From an optimization exercise on the open Yosys and OpenROAD flow, aimed at small area and a short achievable clock period; shortcuts taken in it are not production practice.
Function was checked by simulation only, so behaviour that the tests miss may differ from the original.

`flow/constraint.sdc`:
```
create_clock -name core_clock -period 5.8 [get_ports {clk}]
set_input_delay 1.1600 -clock core_clock [delete_from_list [all_inputs] [get_ports {clk}]]
set_output_delay 1.1600 -clock core_clock [all_outputs]
set_load 0.01 [all_outputs]
```
`flow/config.mk`:
```
export PLATFORM = sky130hd
export DESIGN_NAME = top_level
export DESIGN_NICKNAME = top_level
export VERILOG_FILES = /design/flow/design.v
export SDC_FILE = /design/flow/constraint.sdc
export NUM_CORES = 4
export LEC_CHECK = 0
export CAP_MARGIN = 20
export CORE_MARGIN = 2
export CORE_UTILIZATION = 40
export SLEW_MARGIN = 20
```
`flow/run.sh`:
```
#!/bin/bash
# synth_recipe.tcl (not shown) runs the flow's synth.tcl, then flattens the netlist and writes it again
# the make line also repeats each setting of config.mk as NAME=value (left out here)
make -C /OpenROAD-flow-scripts/flow DESIGN_CONFIG=/design/flow/config.mk WORK_HOME=/design/flow/orfs CLKGATE_MAP_FILE= SYNTH_SCRIPT=/design/flow/synth_recipe.tcl finish
```
`flow/design.v`:
```
module abs_difference
#(parameter WIDTH = 8)
(ori, can, abs);
	input [WIDTH-1:0] ori, can;
	wire signed[WIDTH:0] neg1, neg2;
	output  [WIDTH-1:0] abs;
	assign neg1 = ori - can;
	assign neg2 = can - ori;
	assign abs = (neg1 < 0)? neg2[7:0] : neg1[7:0];
endmodule	
module SAD_4x8
#(parameter WIDTH = 8)
(
	input clk, rst, en,
	input [WIDTH-1:0]
		ori_0,
		ori_1,
		ori_2,
		ori_3,
		ori_4,
		ori_5,
		ori_6,
		ori_7,
		ori_8,
		ori_9,
		ori_10,
		ori_11,
		ori_12,
		ori_13,
		ori_14,
		ori_15,
		ori_16,
		ori_17,
		ori_18,
		ori_19,
		ori_20,
		ori_21,
		ori_22,
		ori_23,
		ori_24,
		ori_25,
		ori_26,
		ori_27,
		ori_28,
		ori_29,
		ori_30,
		ori_31,
		can_0,
		can_1,
		can_2,
		can_3,
		can_4,
		can_5,
		can_6,
		can_7,
		can_8,
		can_9,
		can_10,
		can_11,
		can_12,
		can_13,
		can_14,
		can_15,
		can_16,
		can_17,
		can_18,
		can_19,
		can_20,
		can_21,
		can_22,
		can_23,
		can_24,
		can_25,
		can_26,
		can_27,
		can_28,
		can_29,
		can_30,
		can_31,
	output [WIDTH+4:0] out_sad
 );
	reg [WIDTH-1:0] reg_ori_0,
					reg_ori_1,
					reg_ori_2,
					reg_ori_3,
					reg_ori_4,
					reg_ori_5,
					reg_ori_6,
					reg_ori_7,
					reg_ori_8,
					reg_ori_9,
					reg_ori_10,
					reg_ori_11,
					reg_ori_12,
					reg_ori_13,
					reg_ori_14,
					reg_ori_15,
					reg_ori_16,
					reg_ori_17,
					reg_ori_18,
					reg_ori_19,
					reg_ori_20,
					reg_ori_21,
					reg_ori_22,
					reg_ori_23,
					reg_ori_24,
					reg_ori_25,
					reg_ori_26,
					reg_ori_27,
					reg_ori_28,
					reg_ori_29,
					reg_ori_30,
					reg_ori_31,
					reg_can_0,
					reg_can_1,
					reg_can_2,
					reg_can_3,
					reg_can_4,
					reg_can_5,
					reg_can_6,
					reg_can_7,
					reg_can_8,
					reg_can_9,
					reg_can_10,
					reg_can_11,
					reg_can_12,
					reg_can_13,
					reg_can_14,
					reg_can_15,
					reg_can_16,
					reg_can_17,
					reg_can_18,
					reg_can_19,
					reg_can_20,
					reg_can_21,
					reg_can_22,
					reg_can_23,
					reg_can_24,
					reg_can_25,
					reg_can_26,
					reg_can_27,
					reg_can_28,
					reg_can_29,
					reg_can_30,
					reg_can_31;
	reg [WIDTH+1:0] reg_sum_0,
					reg_sum_1,
					reg_sum_2,
					reg_sum_3,
					reg_sum_4,
					reg_sum_5,
					reg_sum_6,
					reg_sum_7;
	reg [WIDTH+4:0] reg_total_sum;
	reg reg_en;
	wire [WIDTH+1:0] sum_0,
					 sum_1,
					 sum_2,
					 sum_3,
					 sum_4,
					 sum_5,
					 sum_6,
					 sum_7;
	wire [WIDTH-1:0] abs_diff_0,
					 abs_diff_1,
					 abs_diff_2,
					 abs_diff_3,
					 abs_diff_4,
					 abs_diff_5,
					 abs_diff_6,
					 abs_diff_7,
					 abs_diff_8,
					 abs_diff_9,
		 			 abs_diff_10,
		 			 abs_diff_11,
		 			 abs_diff_12,
		 			 abs_diff_13,
					 abs_diff_14,
					 abs_diff_15,
					 abs_diff_16,
					 abs_diff_17,
					 abs_diff_18,
					 abs_diff_19,
					 abs_diff_20,
					 abs_diff_21,
					 abs_diff_22,
					 abs_diff_23,
					 abs_diff_24,
					 abs_diff_25,
					 abs_diff_26,
					 abs_diff_27,
					 abs_diff_28,
					 abs_diff_29,
					 abs_diff_30,
					 abs_diff_31;
	always @(posedge clk)
	begin
		if(rst)
		begin
			reg_ori_0 <= 0;
			reg_ori_1 <= 0;
			reg_ori_2 <= 0;
			reg_ori_3 <= 0;
			reg_ori_4 <= 0;
			reg_ori_5 <= 0;
			reg_ori_6 <= 0;
			reg_ori_7 <= 0;
			reg_ori_8 <= 0;
			reg_ori_9 <= 0;
			reg_ori_10 <= 0;
			reg_ori_11 <= 0;
			reg_ori_12 <= 0;
			reg_ori_13 <= 0;
			reg_ori_14 <= 0;
			reg_ori_15 <= 0;
			reg_ori_16 <= 0;
			reg_ori_17 <= 0;
			reg_ori_18 <= 0;
			reg_ori_19 <= 0;
			reg_ori_20 <= 0;
			reg_ori_21 <= 0;
			reg_ori_22 <= 0;
			reg_ori_23 <= 0;
			reg_ori_24 <= 0;
			reg_ori_25 <= 0;
			reg_ori_26 <= 0;
			reg_ori_27 <= 0;
			reg_ori_28 <= 0;
			reg_ori_29 <= 0;
			reg_ori_30 <= 0;
			reg_ori_31 <= 0;
			reg_can_0 <= 0;
			reg_can_1 <= 0;
			reg_can_2 <= 0;
			reg_can_3 <= 0;
			reg_can_4 <= 0;
			reg_can_5 <= 0;
			reg_can_6 <= 0;
			reg_can_7 <= 0;
			reg_can_8 <= 0;
			reg_can_9 <= 0;
			reg_can_10 <= 0;
			reg_can_11 <= 0;
			reg_can_12 <= 0;
			reg_can_13 <= 0;
			reg_can_14 <= 0;
			reg_can_15 <= 0;
			reg_can_16 <= 0;
			reg_can_17 <= 0;
			reg_can_18 <= 0;
			reg_can_19 <= 0;
			reg_can_20 <= 0;
			reg_can_21 <= 0;
			reg_can_22 <= 0;
			reg_can_23 <= 0;
			reg_can_24 <= 0;
			reg_can_25 <= 0;
			reg_can_26 <= 0;
			reg_can_27 <= 0;
			reg_can_28 <= 0;
			reg_can_29 <= 0;
			reg_can_30 <= 0;
			reg_can_31 <= 0;
			reg_en <= 0;			
		end
		else
		begin
			if(en)
			begin
				reg_ori_0 <= ori_0;
				reg_ori_1 <= ori_1;
				reg_ori_2 <= ori_2;
				reg_ori_3 <= ori_3;
				reg_ori_4 <= ori_4;
				reg_ori_5 <= ori_5;
				reg_ori_6 <= ori_6;
				reg_ori_7 <= ori_7;
				reg_ori_8 <= ori_8;
				reg_ori_9 <= ori_9;
				reg_ori_10 <= ori_10;
				reg_ori_11 <= ori_11;
				reg_ori_12 <= ori_12;
				reg_ori_13 <= ori_13;
				reg_ori_14 <= ori_14;
				reg_ori_15 <= ori_15;
				reg_ori_16 <= ori_16;
				reg_ori_17 <= ori_17;
				reg_ori_18 <= ori_18;
				reg_ori_19 <= ori_19;
				reg_ori_20 <= ori_20;
				reg_ori_21 <= ori_21;
				reg_ori_22 <= ori_22;
				reg_ori_23 <= ori_23;
				reg_ori_24 <= ori_24;
				reg_ori_25 <= ori_25;
				reg_ori_26 <= ori_26;
				reg_ori_27 <= ori_27;
				reg_ori_28 <= ori_28;
				reg_ori_29 <= ori_29;
				reg_ori_30 <= ori_30;
				reg_ori_31 <= ori_31;
				reg_can_0 <= can_0;
				reg_can_1 <= can_1;
				reg_can_2 <= can_2;
				reg_can_3 <= can_3;
				reg_can_4 <= can_4;
				reg_can_5 <= can_5;
				reg_can_6 <= can_6;
				reg_can_7 <= can_7;
				reg_can_8 <= can_8;
				reg_can_9 <= can_9;
				reg_can_10 <= can_10;
				reg_can_11 <= can_11;
				reg_can_12 <= can_12;
				reg_can_13 <= can_13;
				reg_can_14 <= can_14;
				reg_can_15 <= can_15;
				reg_can_16 <= can_16;
				reg_can_17 <= can_17;
				reg_can_18 <= can_18;
				reg_can_19 <= can_19;
				reg_can_20 <= can_20;
				reg_can_21 <= can_21;
				reg_can_22 <= can_22;
				reg_can_23 <= can_23;
				reg_can_24 <= can_24;
				reg_can_25 <= can_25;
				reg_can_26 <= can_26;
				reg_can_27 <= can_27;
				reg_can_28 <= can_28;
				reg_can_29 <= can_29;
				reg_can_30 <= can_30;
				reg_can_31 <= can_31;
			end
			reg_en <= en;
		end
	end
	abs_difference #(WIDTH) b_abs_diff_0 (reg_ori_0, reg_can_0, abs_diff_0);
	abs_difference #(WIDTH) b_abs_diff_1 (reg_ori_1, reg_can_1, abs_diff_1);
	abs_difference #(WIDTH) b_abs_diff_2 (reg_ori_2, reg_can_2, abs_diff_2);
	abs_difference #(WIDTH) b_abs_diff_3 (reg_ori_3, reg_can_3, abs_diff_3);
	abs_difference #(WIDTH) b_abs_diff_4 (reg_ori_4, reg_can_4, abs_diff_4);
	abs_difference #(WIDTH) b_abs_diff_5 (reg_ori_5, reg_can_5, abs_diff_5);
	abs_difference #(WIDTH) b_abs_diff_6 (reg_ori_6, reg_can_6, abs_diff_6);
	abs_difference #(WIDTH) b_abs_diff_7 (reg_ori_7, reg_can_7, abs_diff_7);
	abs_difference #(WIDTH) b_abs_diff_8 (reg_ori_8, reg_can_8, abs_diff_8);
	abs_difference #(WIDTH) b_abs_diff_9 (reg_ori_9, reg_can_9, abs_diff_9);
	abs_difference #(WIDTH) b_abs_diff_10 (reg_ori_10, reg_can_10, abs_diff_10);
	abs_difference #(WIDTH) b_abs_diff_11 (reg_ori_11, reg_can_11, abs_diff_11);
	abs_difference #(WIDTH) b_abs_diff_12 (reg_ori_12, reg_can_12, abs_diff_12);
	abs_difference #(WIDTH) b_abs_diff_13 (reg_ori_13, reg_can_13, abs_diff_13);
	abs_difference #(WIDTH) b_abs_diff_14 (reg_ori_14, reg_can_14, abs_diff_14);
	abs_difference #(WIDTH) b_abs_diff_15 (reg_ori_15, reg_can_15, abs_diff_15);
	abs_difference #(WIDTH) b_abs_diff_16 (reg_ori_16, reg_can_16, abs_diff_16);
	abs_difference #(WIDTH) b_abs_diff_17 (reg_ori_17, reg_can_17, abs_diff_17);
	abs_difference #(WIDTH) b_abs_diff_18 (reg_ori_18, reg_can_18, abs_diff_18);
	abs_difference #(WIDTH) b_abs_diff_19 (reg_ori_19, reg_can_19, abs_diff_19);
	abs_difference #(WIDTH) b_abs_diff_20 (reg_ori_20, reg_can_20, abs_diff_20);
	abs_difference #(WIDTH) b_abs_diff_21 (reg_ori_21, reg_can_21, abs_diff_21);
	abs_difference #(WIDTH) b_abs_diff_22 (reg_ori_22, reg_can_22, abs_diff_22);
	abs_difference #(WIDTH) b_abs_diff_23 (reg_ori_23, reg_can_23, abs_diff_23);
	abs_difference #(WIDTH) b_abs_diff_24 (reg_ori_24, reg_can_24, abs_diff_24);
	abs_difference #(WIDTH) b_abs_diff_25 (reg_ori_25, reg_can_25, abs_diff_25);
	abs_difference #(WIDTH) b_abs_diff_26 (reg_ori_26, reg_can_26, abs_diff_26);
	abs_difference #(WIDTH) b_abs_diff_27 (reg_ori_27, reg_can_27, abs_diff_27);
	abs_difference #(WIDTH) b_abs_diff_28 (reg_ori_28, reg_can_28, abs_diff_28);
	abs_difference #(WIDTH) b_abs_diff_29 (reg_ori_29, reg_can_29, abs_diff_29);
	abs_difference #(WIDTH) b_abs_diff_30 (reg_ori_30, reg_can_30, abs_diff_30);
	abs_difference #(WIDTH) b_abs_diff_31 (reg_ori_31, reg_can_31, abs_diff_31);
	assign sum_0 = abs_diff_0 +
				   abs_diff_1 +
				   abs_diff_2 +
				   abs_diff_3;
	assign sum_1 = abs_diff_4 +
				   abs_diff_5 +
				   abs_diff_6 +
				   abs_diff_7;
	assign sum_2 = abs_diff_8 +
				   abs_diff_9 +
				   abs_diff_10 +
				   abs_diff_11;
    assign sum_3 = abs_diff_12 +
				   abs_diff_13 +
				   abs_diff_14 +
				   abs_diff_15;
	assign sum_4 = abs_diff_16 +
				   abs_diff_17 +
				   abs_diff_18 +
				   abs_diff_19;
	assign sum_5 = abs_diff_20 +
				   abs_diff_21 +
				   abs_diff_22 +
				   abs_diff_23;
	assign sum_6 = abs_diff_24 +
				   abs_diff_25 +
				   abs_diff_26 +
				   abs_diff_27;
	assign sum_7 = abs_diff_28 +
				   abs_diff_29 +
				   abs_diff_30 +
				   abs_diff_31;
	always @(posedge clk)
	begin
		if(rst)
		begin
			reg_sum_0 <= 0;
			reg_sum_1 <= 0;
			reg_sum_2 <= 0;
			reg_sum_3 <= 0;
			reg_sum_4 <= 0;
			reg_sum_5 <= 0;
			reg_sum_6 <= 0;
			reg_sum_7 <= 0;
		end
		else
		begin
			reg_sum_0 <= sum_0;
			reg_sum_1 <= sum_1;
			reg_sum_2 <= sum_2;
			reg_sum_3 <= sum_3;
			reg_sum_4 <= sum_4;
			reg_sum_5 <= sum_5;
			reg_sum_6 <= sum_6;
			reg_sum_7 <= sum_7;
		end
	end
	always @(posedge clk)
	begin
		if(rst)
		begin
			reg_total_sum <= 0;
		end
		else
		begin
			if(reg_en)
				reg_total_sum <= reg_sum_0 +
								 reg_sum_1 +
								 reg_sum_2 +
								 reg_sum_3 +
								 reg_sum_4 +
								 reg_sum_5 +
								 reg_sum_6 +
								 reg_sum_7;
		end
	end
	assign out_sad = reg_total_sum;
endmodule
module control
(
	input  clk, rst, init, finish, ack,
 	output en, done, rst_sad
);
	reg [3:0] state;
	reg reg_en, reg_done, reg_rst_sad;
	parameter INIT = 0, CALC = 1, WAIT = 2, DONE = 3;
	always @(state)
	begin
		case(state)
			INIT:
			begin
				reg_rst_sad = 1;
				reg_done = 0;
				reg_en = 0;
			end
			CALC:
			begin
				reg_rst_sad = 0;
				reg_done = 0;
				reg_en = 1;
			end
			WAIT:
			begin
				reg_rst_sad = 0;
				reg_done = 0;
				reg_en = 1;
			end
			DONE:
			begin
				reg_rst_sad = 0;
				reg_done = 1;
				reg_en = 0;
			end
			default:
			begin
				reg_rst_sad = 1;
				reg_done = 0;
				reg_en = 0;
			end
		endcase
	end
	always @(posedge clk or posedge rst)
	begin
		if(rst)
			state <= INIT;
		else
		begin
			case(state)
				INIT:
				begin
					if(init)
						state <= CALC;
					else
						state <= INIT;
				end
				CALC:
				begin
					if(init)
						state <= CALC;
					else
						state <= WAIT;
				end
				WAIT:
				begin
					if(finish)
						state <= DONE;
					else
						state <= WAIT;
				end
				DONE:
				begin
					if(ack)
						state <= INIT;
					else
						state <= DONE;
				end
			endcase
		end
	end
	assign rst_sad = reg_rst_sad;
	assign en = reg_en;
	assign done = reg_done;
endmodule
module top_level
#(parameter WIDTH = 8)
(
	input clk, rst, init, finish, ack,
	input [WIDTH-1:0]
		ori_0,
		ori_1,
		ori_2,
		ori_3,
		ori_4,
		ori_5,
		ori_6,
		ori_7,
		ori_8,
		ori_9,
		ori_10,
		ori_11,
		ori_12,
		ori_13,
		ori_14,
		ori_15,
		ori_16,
		ori_17,
		ori_18,
		ori_19,
		ori_20,
		ori_21,
		ori_22,
		ori_23,
		ori_24,
		ori_25,
		ori_26,
		ori_27,
		ori_28,
		ori_29,
		ori_30,
		ori_31,
		can_0,
		can_1,
		can_2,
		can_3,
		can_4,
		can_5,
		can_6,
		can_7,
		can_8,
		can_9,
		can_10,
		can_11,
		can_12,
		can_13,
		can_14,
		can_15,
		can_16,
		can_17,
		can_18,
		can_19,
		can_20,
		can_21,
		can_22,
		can_23,
		can_24,
		can_25,
		can_26,
		can_27,
		can_28,
		can_29,
		can_30,
		can_31,
	output done,
	output [WIDTH+4:0] out_sad
	);
	reg [WIDTH-1:0] reg_ori_0,
					reg_ori_1,
					reg_ori_2,
					reg_ori_3,
					reg_ori_4,
					reg_ori_5,
					reg_ori_6,
					reg_ori_7,
					reg_ori_8,
					reg_ori_9,
					reg_ori_10,
					reg_ori_11,
					reg_ori_12,
					reg_ori_13,
					reg_ori_14,
					reg_ori_15,
					reg_ori_16,
					reg_ori_17,
					reg_ori_18,
					reg_ori_19,
					reg_ori_20,
					reg_ori_21,
					reg_ori_22,
					reg_ori_23,
					reg_ori_24,
					reg_ori_25,
					reg_ori_26,
					reg_ori_27,
					reg_ori_28,
					reg_ori_29,
					reg_ori_30,
					reg_ori_31,
					reg_can_0,
					reg_can_1,
					reg_can_2,
					reg_can_3,
					reg_can_4,
					reg_can_5,
					reg_can_6,
					reg_can_7,
					reg_can_8,
					reg_can_9,
					reg_can_10,
					reg_can_11,
					reg_can_12,
					reg_can_13,
					reg_can_14,
					reg_can_15,
					reg_can_16,
					reg_can_17,
					reg_can_18,
					reg_can_19,
					reg_can_20,
					reg_can_21,
					reg_can_22,
					reg_can_23,
					reg_can_24,
					reg_can_25,
					reg_can_26,
					reg_can_27,
					reg_can_28,
					reg_can_29,
					reg_can_30,
					reg_can_31;
	wire rst_regs, en;
	control b_control(
		.clk(clk),
		.rst(rst),
		.init(init),
		.finish(finish),
		.ack(ack),
		.en(en),
		.done(done),
		.rst_sad(rst_regs)
		);
	SAD_4x8 b_SAD_4x8(
		.clk(clk),
		.rst(rst_regs),
		.en(en),
		.ori_0(ori_0),
		.ori_1(ori_1),
		.ori_2(ori_2),
		.ori_3(ori_3),
		.ori_4(ori_4),
		.ori_5(ori_5),
		.ori_6(ori_6),
		.ori_7(ori_7),
		.ori_8(ori_8),
		.ori_9(ori_9),
		.ori_10(ori_10),
		.ori_11(ori_11),
		.ori_12(ori_12),
		.ori_13(ori_13),
		.ori_14(ori_14),
		.ori_15(ori_15),
		.ori_16(ori_16),
		.ori_17(ori_17),
		.ori_18(ori_18),
		.ori_19(ori_19),
		.ori_20(ori_20),
		.ori_21(ori_21),
		.ori_22(ori_22),
		.ori_23(ori_23),
		.ori_24(ori_24),
		.ori_25(ori_25),
		.ori_26(ori_26),
		.ori_27(ori_27),
		.ori_28(ori_28),
		.ori_29(ori_29),
		.ori_30(ori_30),
		.ori_31(ori_31),
		.can_0(can_0),
		.can_1(can_1),
		.can_2(can_2),
		.can_3(can_3),
		.can_4(can_4),
		.can_5(can_5),
		.can_6(can_6),
		.can_7(can_7),
		.can_8(can_8),
		.can_9(can_9),
		.can_10(can_10),
		.can_11(can_11),
		.can_12(can_12),
		.can_13(can_13),
		.can_14(can_14),
		.can_15(can_15),
		.can_16(can_16),
		.can_17(can_17),
		.can_18(can_18),
		.can_19(can_19),
		.can_20(can_20),
		.can_21(can_21),
		.can_22(can_22),
		.can_23(can_23),
		.can_24(can_24),
		.can_25(can_25),
		.can_26(can_26),
		.can_27(can_27),
		.can_28(can_28),
		.can_29(can_29),
		.can_30(can_30),
		.can_31(can_31),
		.out_sad(out_sad)
		);
endmodule
```
==> summary.md <==
| Metric | Value |
|---|---|
| Status | no timing/DRC/antenna violations |
| First-pass GRT wire length | just over 200000 um |
| Max-Cap Viols | 0 |
| Worst-Skew Late Latency | a little under 0.7 ns |
| Placed Instance Area | around 0.056 mm^2 |
| Post-Layout Inst Area | roughly 0.059 mm^2 |
| Die ar. | around 0.13 mm^2 |
| Actual slew at the worst max-slew pin | 0.899 ns |
| Synth Net Count | ~7000 |
| Sequential share of the synthesized area | about 25% |
| Pin count of the biggest net entering global routing | between 100 and 150 |
| CP dominant cell by count | fa_1 |
| Unrepaired setup endpoints after global routing | no |
| Final std cells w/o fill | approximately 7800 |
| Fraction of registers with async set/reset | less than 1% |
| Final Core Density | 48.1% |
| Share of layout cells above drive strength 1 | under 10% |
| Synth top area cells | dfxtp_1, ha_1, mux2i_1 |
| CP startpoint kind | register |
| Clock Sinks | about 600 |
| Routed Antenna Nets | 0 |
| Slowest library cell on the worst path | fa_1 |
| Most frequent cells in the layout | inv_1, nor2_1, ha_1 |
| GPL Wtd Cong | ~0.87 |
| Die Ht | approximately 350 um |
| CP Max Fanout | 6 |
| Synthesized area per cell | between 8 and 9 um^2 |
| DRT iter0 DRCs | around 1900 |
| Layout Nets | approximately 7400 |
| Pre-CTS WS | 0.263 ns |
| HPWL Detailed | between 100000 and 150000 um |
| DRC viols | 0 |
| Initial antenna violation count | 15 |
| Commonest non-fill, non-tap cell in the layout | inv_1 |
| Die Wd | 354 um |
| DR vias/cell | roughly 5 |
| CTS Buf Count | 78 |
| Pre-antenna DRT Iters | 5 |
| Setup violators final | 0 |
| Number of top-level pins | 531 |
| CTS tree | built |
| Post-synth top area share | 24.7% |
| Post-synthesis register bit count | approximately 610 |
| Vias in the first global route | between 30000 and 40000 |
| Core ar. | ~0.12 mm^2 |
| Global Route Usage Sum | 20.4% |
| Vias post-DR | approximately 40000 |
| Endpoints failing hold | 0 |
| Critical-path cell list | ha_1 > a21o_1 > a21oi_1 > o21a_1 > o21ai_0 > a21oi_1 > xor2_1 > fa_1 > fa_1 > fa_1 > inv_1 > fa_1 > ha_2 > and3_1 > a221o_1 > a21oi_1 > o21ai_1 > nor4bb_1 > or3_1 |
| CTS hold repair buffers | 0 |
| CP delay by family, top | adder cells |
| CP Buf/Inv Count | 1 |
| Num rows | ~130 |
| Post-Route Setup TNS | 0 ns |
| Post-Syn Instances | ~5600 |
| Layout area overhead | 19.5% |
| CTS clk-pin slew, worst paths | around 0.050 ns |
| CTS max path bufs | 3 |
| Post-synth EDFFs | 0 |
| Final slew viol count | 0 |
| Most used DFF post-synth | dfxtp_1 |
| WS Path Type | reg -> reg |
| Yosys warning total | 2 |
| Clock root cell | clkbuf_16 |
| Grt ovf | 0 |
| Setup crit end kind | register |
| Final worst-path cycle share | between 90 and 100% |
| Initial core utilization | about two fifths |
| Req. time, crit path | 6.36 ns |
| WL per Instance | 16.8 um |
| H-Tree Depth | 3 |
| WL final | roughly 130000 um |
| Final Worst Setup Slack | around 0.32 ns |
| Synthesized area | 0.0490 mm^2 |
| Placed cells | between 7000 and 8000 |
| Post-synth top area cell | dfxtp_1 |
| Worst hold path class | reg -> reg |
| Fill count | between 10000 and 15000 |
| Min Clock Period, post-route | ~5.5 ns |
| Crit path DAT | 6.05 ns |
| Clock Skew | between 0.03 and 0.04 ns |
| IO buf count | between 500 and 600 |
| Max stage delay on crit path | 0.55 ns |
| Slew margin rel. | 40.0% |
| Synth cell types | 63 |
| Highest Clock Rate | ~180 MHz |
[cell families after synthesis]
kind of cell | share of synthesized area, %
xor gates and xnor gates | 4.38
AOI/OAI and AO/OA | 15.6
DFF | 24.8
and+or+nand+nor | 9.86
muxes | 13.1
adders and majority gates | 24.2
buffers and inverters | 8.03
[cell usage after synthesis (46+ instances only)]
cell type    n
o21ai_0    126
nor2b_1     68
ha_1       640
a31oi_1     50
dfxtp_1    606
nand2_1    179
a211oi_1    58
a311oi_1    46
clkbuf_1    66
inv_1      844
nor2_1     725
fa_1       193
a21oi_1    405
mux2i_1    613
xnor2_1    128
a21o_1     140
buf_2       83
xor2_1     117
o21bai_1    96
[repair_timing]
item | 4_1_cts | 5_1_grt
gates resized for setup | 0 | 4
buffers inserted | 0 | 2
endpoints found under the setup margin | 0 | 1
[state kept, by name, summed over array words and instances, names as in the netlist, 10 cells and up]
name,flops
b_SAD_4x8.reg_total_sum,13
b_SAD_4x8.reg_sum_0,10
b_SAD_4x8.reg_sum_1,10
b_SAD_4x8.reg_sum_2,10
b_SAD_4x8.reg_sum_3,10
b_SAD_4x8.reg_sum_4,10
b_SAD_4x8.reg_sum_5,10
b_SAD_4x8.reg_sum_6,10
b_SAD_4x8.reg_sum_7,10
[worst paths after layout]
path	from	end	slack (ns)	cells after the start
hold / removal	b_SAD_4x8.reg_total_sum[7]$_SDFFE_PN0P_	b_SAD_4x8.reg_total_sum[7]$_SDFFE_PN0P_	0.48	2
max in group asynchronous	rst	b_control.state[0]$_DFFE_PP0P_	5.03	2
hold reg to reg	b_SAD_4x8.reg_total_sum[7]$_SDFFE_PN0P_	b_SAD_4x8.reg_total_sum[7]$_SDFFE_PN0P_	0.48	2
setup reg to reg	b_SAD_4x8.reg_sum_1[1]$_SDFF_PN0_	b_SAD_4x8.reg_total_sum[12]$_SDFFE_PN0P_	0.32	19
setup / recovery	b_SAD_4x8.reg_sum_1[1]$_SDFF_PN0_	b_SAD_4x8.reg_total_sum[12]$_SDFFE_PN0P_	0.32	19
min in group asynchronous	rst	b_control.state[1]$_DFFE_PP0P_	0.66	2
[routing by layer]
metal  GRT usage [%]  wire, um  up-vias
li1                -         -    19777
met2            34.8     61700      665
met1            26.7     61000    18220
met4            4.93      2720       18
met5               0       103        -
met3            3.62      5270      156
[worst reg2reg max path, delay by kind of cell, from the launching register on]
family	cells	cell delay (ns)
XOR/XNOR	1	0.20
flip-flops	1	0.32
AO/OA/AOI/OAI	8	1.39
adder cells (fa/ha/maj)	6	2.65
AND/OR/NAND/NOR	3	0.75
buffers and inverters	1	0.05
[layout make-up]
type | count | area (um^2) | share of cell area, %
multi-input cells | 4009 | 32900 | 56.2
flip-flops and latches | 608 | 12200 | 20.8
repair buffers | 551 | 5580 | 9.51
inverters | 844 | 3170 | 5.41
well taps | 1625 | 2030 | 3.47
diodes | 5 | 12.5 | 0.0214
clock inverters | 29 | 420 | 0.717
clock buffers | 109 | 2270 | 3.88
[stage by stage]
| stage | hold WS (ns) |
|---|---|
| after floorplan | 0.460 |
| after detailed placement | 0.477 |
| after global placement | 0.465 |
| after CTS | 0.486 |
| final | 0.484 |
| after global routing | 0.512 |

port drivers added, routing unchanged:
In the flow no input, the clock included, has a driving cell. The finished layout below was timed again as built, in two steps.
Step 1 (the two cells are an assumption about what drives the block):
set clk [get_ports {clk}]
set_driving_cell -lib_cell sky130_fd_sc_hd__clkbuf_16 $clk
set_driving_cell -lib_cell sky130_fd_sc_hd__buf_2 [delete_from_list [all_inputs] $clk]
Step 2 adds t to the input delays and takes it off the output delays; t is the mean of the earliest and latest rising clock arrival at the registers after step 1. Input paths then give back, and output paths get back, about the clock's delay inside the block.
Slacks: ideal ports / drivers / drivers and shift; pairs: ideal ports / drivers.
t, ns: 0.756
slack for setup (ns): 0.320 / 0.320 / 0.320
clock arrival spread, ns: 0.036 / 0.036
After both steps setup and hold are still met in this run. The setup slack of this run moves by 0.000 ns with the drivers and by 0.000 ns with both steps.
